This design comes from an exercise in tuning for small area, a short achievable clock period and few clock cycles per item on the open sky130 flow, not from production work.

== before ==
==> flow/design.v <==
`timescale 1ns / 1ps
module BkCarry #(parameter WIDTH = 17, parameter LOGW = 5) (
    input  [WIDTH-1:0] p,
    input  [WIDTH-1:0] g,
    input              ci,
    output [WIDTH-1:0] co
);
    integer i, j;
    reg [WIDTH-1:0] pp, gg;
    always @* begin
        pp = p;
        gg = g;
        gg[0] = g[0] | (p[0] & ci);
        for (i = 1; i <= LOGW; i = i + 1) begin
            for (j = 2**i - 1; j < WIDTH; j = j + 2**i) begin
                gg[j] = gg[j] | (pp[j] & gg[j - 2**(i-1)]);
                pp[j] = pp[j] & pp[j - 2**(i-1)];
            end
        end
        for (i = LOGW; i > 0; i = i - 1) begin
            for (j = 2**i + 2**(i-1) - 1; j < WIDTH; j = j + 2**i) begin
                gg[j] = gg[j] | (pp[j] & gg[j - 2**(i-1)]);
                pp[j] = pp[j] & pp[j - 2**(i-1)];
            end
        end
    end
    assign co = gg;
endmodule
module KsCarry #(parameter WIDTH = 20, parameter LOGW = 5) (
    input  [WIDTH-1:0] p,
    input  [WIDTH-1:0] g,
    input              ci,
    output [WIDTH-1:0] co
);
    integer i, l;
    reg [WIDTH-1:0] pp, gg, pn, gn;
    always @* begin
        pp = p;
        gg = g;
        gg[0] = g[0] | (p[0] & ci);
        for (l = 0; l < LOGW; l = l + 1) begin
            pn = pp;
            gn = gg;
            for (i = 0; i < WIDTH; i = i + 1) begin
                if (i >= (1 << l)) begin
                    gn[i] = gg[i] | (pp[i] & gg[i - (1 << l)]);
                    pn[i] = pp[i] & pp[i - (1 << l)];
                end
            end
            pp = pn;
            gg = gn;
        end
    end
    assign co = gg;
endmodule
`timescale 1ns / 1ps
module Lzc16 (
    input  [15:0] x,
    output [3:0]  n
);
    wire       z3 = ~|x[15:8];
    wire [7:0] y8 = z3 ? x[7:0] : x[15:8];
    wire       z2 = ~|y8[7:4];
    wire [3:0] y4 = z2 ? y8[3:0] : y8[7:4];
    wire       z1 = ~|y4[3:2];
    wire [1:0] y2 = z1 ? y4[1:0] : y4[3:2];
    wire       z0 = ~y2[1];
    assign n = {z3, z2, z1, z0};
endmodule
module PrefixOr16 (
    input  [15:0] x,
    output [15:0] y
);
    wire [15:0] l1 = x  | {x[14:0], 1'b0};
    wire [15:0] l2 = l1 | {l1[13:0], 2'b0};
    wire [15:0] l3 = l2 | {l2[11:0], 4'b0};
    assign y       = l3 | {l3[7:0], 8'b0};
endmodule
`timescale 1ns / 1ps
module ALU_16bit (
    input              clk,
    input              rst,
    input              start,
    input       [3:0]  op,
    input  signed [15:0] A,
    input  signed [15:0] B,
    output reg signed [15:0] Z_low,
    output     signed [15:0] Z_high,
    output reg         valid
);
    reg  [15:0] zh_r;
    reg         zh_ext;
    assign Z_high = zh_r | {16{zh_ext & Z_low[15]}};
    reg        s_mul;      
    reg        s_norm;     
    reg        s_iter;     
    reg        s_fix;      
    reg  [3:0] cnt;
    reg        d_one, d_two, d_neg;    
    reg        f_one, f_two, f_neg;    
    reg        triv;       
    wire idle   = ~(s_mul | s_norm | s_iter | s_fix);
    wire go     = start & idle;
    wire op_mul = (op == 4'b0010);
    wire op_div = (op == 4'b0011);
    wire sign_a = A[15];
    wire sign_b = B[15];
    wire sign_q = A[15] ^ B[15];
    reg  sa_r, sb_r, sq_r;
    wire dz     = ~|B;
    wire [15:0] xa = {A[14:0] ^ {15{sign_a}}, 1'b1};
    wire [15:0] xb = {B[14:0] ^ {15{sign_b}}, 1'b1};
    wire [3:0]  ca1, cb1;
    Lzc16 lza (.x(xa), .n(ca1));
    Lzc16 lzb (.x(xb), .n(cb1));
    wire        npw   = sign_a & ~|({A[14:0], 1'b0} & ~A);
    wire [5:0]  u_k   = {2'b00, cb1} - {2'b00, ca1} + {5'd0, npw};       
    wire        trivial = u_k[5];                      
    wire        t_zero = A[15] & ~A[14] & (&B);
    wire [3:0]  u_ld  = u_k[3:0] | {4{t_zero}};        
    wire [16:0] a_ext  = {A, 1'b0};
    wire [1:0]  nxt_j  = s_mul ? {1'b1, ~cnt[1]} : 2'd1;
    wire [2:0]  trp_lo = a_ext[{nxt_j, 2'b00} +: 3];
    wire [2:0]  trp_hi = a_ext[{nxt_j, 2'b10} +: 3];
    wire n_one = trp_lo[1] ^ trp_lo[0];
    wire n_two = (trp_lo == 3'b011) | (trp_lo == 3'b100);
    wire n_neg = trp_lo[2] & ~(trp_lo[1] & trp_lo[0]);
    wire m_one = trp_hi[1] ^ trp_hi[0];
    wire m_two = (trp_hi == 3'b011) | (trp_hi == 3'b100);
    wire m_neg = trp_hi[2] & ~(trp_hi[1] & trp_hi[0]);
    wire        r_neg  = zh_r[15];                  
    wire        fix_sb = r_neg & sq_r;
    wire [19:0] ax = ({20{s_mul}}  & {{4{zh_r[15]}}, zh_r})
                   | ({20{s_iter}} & {{3{zh_r[15]}}, zh_r, Z_low[15]})
                   | ({20{s_fix}}  & ({{4{zh_r[15]}}, zh_r} ^ {20{sa_r}}))
                   | ({20{idle & A[1]}} & {{3{B[15]}}, B, 1'b0});
    wire e1   = (s_mul & d_one) | s_iter | (s_fix & r_neg) | (idle & A[0]);
    wire e2   = s_mul & d_two;
    wire inv  = (s_mul & d_neg) | (s_iter & ~(sb_r ^ r_neg)) | (s_fix & fix_sb);
    wire h1   = (s_mul & f_one) | (idle & A[2]);
    wire h2   = (s_mul & f_two) | (idle & A[3] & ~A[2]);
    wire hinv = (s_mul & f_neg) | (idle & A[3]);
    wire        mul_any = s_mul | idle;
    wire [17:0] by18 = (({18{e1}} & {{2{B[15]}}, B}) | ({18{e2}} & {B[15], B, 1'b0})) ^ {18{inv}};
    wire [19:0] by  = {{2{by18[17]}}, by18};
    wire [17:0] hy  = ((({18{h1}} & {{2{B[15]}}, B}) | ({18{h2}} & {B[15], B, 1'b0})) ^ {18{hinv}});
    wire [19:0] ty  = mul_any ? {hy, hinv, inv} : 20'd0;
    wire [19:0] cs_s = ax ^ by ^ ty;
    wire [19:0] cs_c = {(ax[18:0] & by[18:0]) | (ax[18:0] & ty[18:0]) | (by[18:0] & ty[18:0]),
                        (mul_any & hinv) | (s_fix & fix_sb)};
    wire        a_ci = mul_any ? hinv : (s_iter ? inv : sa_r);
    wire [19:0] ip  = cs_s ^ cs_c;
    wire [19:0] ig  = cs_s & cs_c;
    wire [19:0] ico;
    KsCarry #(.WIDTH(20), .LOGW(5)) icy (.p(ip), .g(ig), .ci(a_ci), .co(ico));
    wire [19:0] sum = ip ^ {ico[18:0], a_ci};
    wire        sub  = op[0] | op[2];              
    wire [16:0] ae   = {A[15], A};
    wire [16:0] be   = {B[15], B} ^ {17{sub}};
    wire [16:0] ap   = ae ^ be;
    wire [16:0] ag   = ae & be;
    wire [16:0] aco;
    BkCarry #(.WIDTH(17), .LOGW(5)) acy (.p(ap), .g(ag), .ci(sub), .co(aco));
    wire [16:0] add  = ap ^ {aco[15:0], sub};
    wire        cn_on = s_norm ? sa_r : sq_r;        
    wire [15:0] zl_or;                                
    PrefixOr16 zpo (.x(Z_low), .y(zl_or));
    wire [15:0] zl_cn = Z_low ^ ({zl_or[14:0], 1'b0} & {16{cn_on}});
    wire        right  = op[0];                    
    wire [15:0] r_in   = s_norm ? zl_cn : A;
    wire [3:0]  s_neg  = 4'd0 - B[3:0];
    wire [3:0]  r_amt  = s_norm ? ~cnt : (right ? s_neg : B[3:0]);
    wire [31:0] r_dbl  = {r_in, r_in} << r_amt;
    wire [15:0] rot    = r_dbl[31:16];
    wire [15:0] hmask  = 16'hFFFF << r_amt;        
    wire [15:0] shr_m  = 16'hFFFF >> B[3:0];
    wire        lt  = add[16];
    wire        eq  = &ap[15:0];
    wire        op_cmp = (op == 4'b0100);
    wire        op_log = (op[3:2] == 2'b01 & op[1:0] != 2'b00) | (op[3:1] == 3'b100);   
    wire        op_shl = (op == 4'b1010);
    wire        op_shr = (op == 4'b1011);
    wire        op_rot = (op[3:1] == 3'b110);
    wire        op_sum = (op[3:1] == 3'b000);                                          
    wire        g_t11 = (op == 4'b0110) | (op == 4'b1000);                      
    wire        g_t01 = (op == 4'b0101) | (op == 4'b1000) | (op == 4'b1001);   
    wire        g_t00 = (op == 4'b0101) | (op == 4'b0111);                      
    reg  [15:0] logic_r;
    integer li;
    always @(*)
        for (li = 0; li < 16; li = li + 1)
            logic_r[li] = A[li] ? (B[li] ? g_t11 : g_t01) : (B[li] ? g_t01 : g_t00);
    wire [15:0] sh_m  = ({16{op_shl}} & hmask) | ({16{op_shr}} & shr_m) | {16{op_rot}};
    wire [15:0] res   = ({16{op_sum}} & add[15:0])
                      | ({16{op_div}} & A)
                      | ({16{op_log}} & logic_r)
                      | (sh_m & rot)
                      | {{15{op_cmp & lt}}, op_cmp & (lt | ~eq)};
    wire take = ~sum[19];                 
    wire sel_mul  = s_mul | (idle & op_mul);
    wire sel_norm = s_norm;
    wire sel_iter = s_iter;
    wire sel_fix  = s_fix;
    wire sel_idle = idle & ~op_mul;
    always @(posedge clk or negedge rst) begin
        if (!rst) begin
            valid  <= 1'b0;
            s_mul  <= 1'b0;
            s_norm <= 1'b0;
            s_iter <= 1'b0;
            s_fix  <= 1'b0;
            cnt    <= 4'd0;
        end else begin
            valid <= 1'b0;
            if (go) begin
                if (op_mul) begin
                    s_mul <= 1'b1;
                    cnt   <= 4'd2;
                end else if (op_div) begin
                    s_norm <= 1'b1;
                    cnt    <= u_ld;
                end else begin
                    valid <= 1'b1;
                end
            end
            if (s_mul) begin
                cnt <= cnt - 4'd1;
                if (cnt[1:0] == 2'd0) begin
                    s_mul <= 1'b0;
                    valid <= 1'b1;
                end
            end
            if (s_norm) begin
                s_norm <= 1'b0;
                if (triv)
                    valid  <= 1'b1;
                else
                    s_iter <= 1'b1;
            end
            if (s_iter) begin
                cnt <= cnt - 4'd1;
                if (cnt[3:0] == 4'd0) begin
                    s_iter <= 1'b0;
                    if (sq_r | sa_r | ~take)
                        s_fix <= 1'b1;
                    else
                        valid <= 1'b1;
                end
            end
            if (s_fix) begin
                s_fix <= 1'b0;
                valid <= 1'b1;
            end
        end
    end
    always @(posedge clk) begin
        d_one <= n_one;
        d_two <= n_two;
        d_neg <= n_neg;
        f_one <= m_one;
        f_two <= m_two;
        f_neg <= m_neg;
        triv  <= trivial | dz;
        sa_r  <= sign_a;
        sb_r  <= sign_b;
        sq_r  <= sign_q;
        zh_r   <= ({16{sel_mul}}  & sum[19:4])
                | ({16{sel_norm}} & (triv ? A : (rot & ~hmask)))
                | ({16{sel_iter | sel_fix}} & sum[15:0])
                | ({16{sel_idle & op_div}} & A);
        zh_ext <= sel_idle & op_sum;
        Z_low  <= ({16{sel_mul}}  & {sum[3:0], Z_low[15:4]})
                | ({16{sel_norm}} & (triv ? {16{dz}} : (rot & hmask)))
                | ({16{sel_iter}} & {Z_low[14:0], take})
                | ({16{sel_fix}}  & zl_cn)
                | ({16{sel_idle}} & res);
    end
endmodule
export LEC_CHECK = 0
export ABC_AREA = 1
export CAP_MARGIN = 20
export CORE_MARGIN = 2
export CORE_UTILIZATION = 40
export SETUP_SLACK_MARGIN = 1.3
export SLEW_MARGIN = 20
create_clock -name core_clock -period 6.0 [get_ports {clk}]
standard.sh (not shown) runs the stock make flow with config.mk's settings and CLKGATE_MAP_FILE= SYNTH_SCRIPT=/design/flow/synth_recipe.tcl, a recipe that flattens the netlist after the stock synthesis.
==> flow/flow/run.sh <==
#!/bin/bash
# The standard layout, except that the ports are buffered with buf_2 cells
# instead of the default delay-type buffer.  Each tool's output is in
# standard.log (make) and orfs/logs/.
export BUFFER_PORTS_ARGS="-buffer_cell sky130_fd_sc_hd__buf_2"
bash standard.sh > standard.log 2>&1
Input-level comparison between after and before:
diff --git a/flow/design.v b/flow/design.v
--- a/flow/design.v
+++ b/flow/design.v
@@ -21,35 +21,8 @@
             for (j = 2**i + 2**(i-1) - 1; j < WIDTH; j = j + 2**i) begin
                 gg[j] = gg[j] | (pp[j] & gg[j - 2**(i-1)]);
                 pp[j] = pp[j] & pp[j - 2**(i-1)];
             end
-        end
-    end
-    assign co = gg;
-endmodule
-module KsCarry #(parameter WIDTH = 20, parameter LOGW = 5) (
-    input  [WIDTH-1:0] p,
-    input  [WIDTH-1:0] g,
-    input              ci,
-    output [WIDTH-1:0] co
-);
-    integer i, l;
-    reg [WIDTH-1:0] pp, gg, pn, gn;
-    always @* begin
-        pp = p;
-        gg = g;
-        gg[0] = g[0] | (p[0] & ci);
-        for (l = 0; l < LOGW; l = l + 1) begin
-            pn = pp;
-            gn = gg;
-            for (i = 0; i < WIDTH; i = i + 1) begin
-                if (i >= (1 << l)) begin
-                    gn[i] = gg[i] | (pp[i] & gg[i - (1 << l)]);
-                    pn[i] = pp[i] & pp[i - (1 << l)];
-                end
-            end
-            pp = pn;
-            gg = gn;
         end
     end
     assign co = gg;
 endmodule
@@ -144,17 +117,11 @@
     wire [17:0] by18 = (({18{e1}} & {{2{B[15]}}, B}) | ({18{e2}} & {B[15], B, 1'b0})) ^ {18{inv}};
     wire [19:0] by  = {{2{by18[17]}}, by18};
     wire [17:0] hy  = ((({18{h1}} & {{2{B[15]}}, B}) | ({18{h2}} & {B[15], B, 1'b0})) ^ {18{hinv}});
     wire [19:0] ty  = mul_any ? {hy, hinv, inv} : 20'd0;
-    wire [19:0] cs_s = ax ^ by ^ ty;
-    wire [19:0] cs_c = {(ax[18:0] & by[18:0]) | (ax[18:0] & ty[18:0]) | (by[18:0] & ty[18:0]),
-                        (mul_any & hinv) | (s_fix & fix_sb)};
     wire        a_ci = mul_any ? hinv : (s_iter ? inv : sa_r);
-    wire [19:0] ip  = cs_s ^ cs_c;
-    wire [19:0] ig  = cs_s & cs_c;
-    wire [19:0] ico;
-    KsCarry #(.WIDTH(20), .LOGW(5)) icy (.p(ip), .g(ig), .ci(a_ci), .co(ico));
-    wire [19:0] sum = ip ^ {ico[18:0], a_ci};
+    wire [19:0] c0  = {19'd0, (mul_any & hinv) | (s_fix & fix_sb)};
+    wire [19:0] sum = ax + by + ty + c0 + {19'd0, a_ci};
     wire        sub  = op[0] | op[2];              
     wire [16:0] ae   = {A[15], A};
     wire [16:0] be   = {B[15], B} ^ {17{sub}};
     wire [16:0] ap   = ae ^ be;
Notes after the runs:
after has completed all stages; timing, DRC and antenna checks passed.
before: flow completed, timing, DRC and antenna clean
On final critical-path required period: after sits above before.
met2 routed wirelength was lower in the run labelled after.
The die of after is smaller than the one used in before.
Against before, after reports a number of standard cells after synthesis that is lower.
Overall fraction of global-route tracks in use essentially unchanged between after and before.
Looking at filler cell count, after sits 156 below before.
Wire length: after < before
No functional check of the RTL was part of any run of this note.

==> what the ideal ports hide <==
How much do the figures lean on ideal ports? The routed layouts below were timed once more, with nothing changed but the port constraints. Step 1 sets driving cells, clkbuf_16 on the clock port and buf_2 on the other inputs (assumed; they add their load-dependent delay and slew). Step 2, shift: input delay + t, output delay - t, t = (earliest + latest rising clock arrival at the registers) / 2. This alone moves slack from input paths to output paths. Three values: ideal ports, drivers, drivers and shift; two values: the first two.
run	t (ns)	slack for setup (ns)	latest minus earliest clock arrival (ns)	worst register clock-pin slew, ns	pins driven straight from the clock port
before	0.340	1.483 / 1.485 / 1.155	0.005 / 0.005	0.08 / 0.08	1
after	0.358	1.372 / 1.391 / 1.033	0.008 / 0.009	0.08 / 0.08	1
After both steps every run listed still meets setup and hold. For after, which loses most, drivers alone change the setup slack by +0.019 ns; drivers and shift together by -0.339 ns.
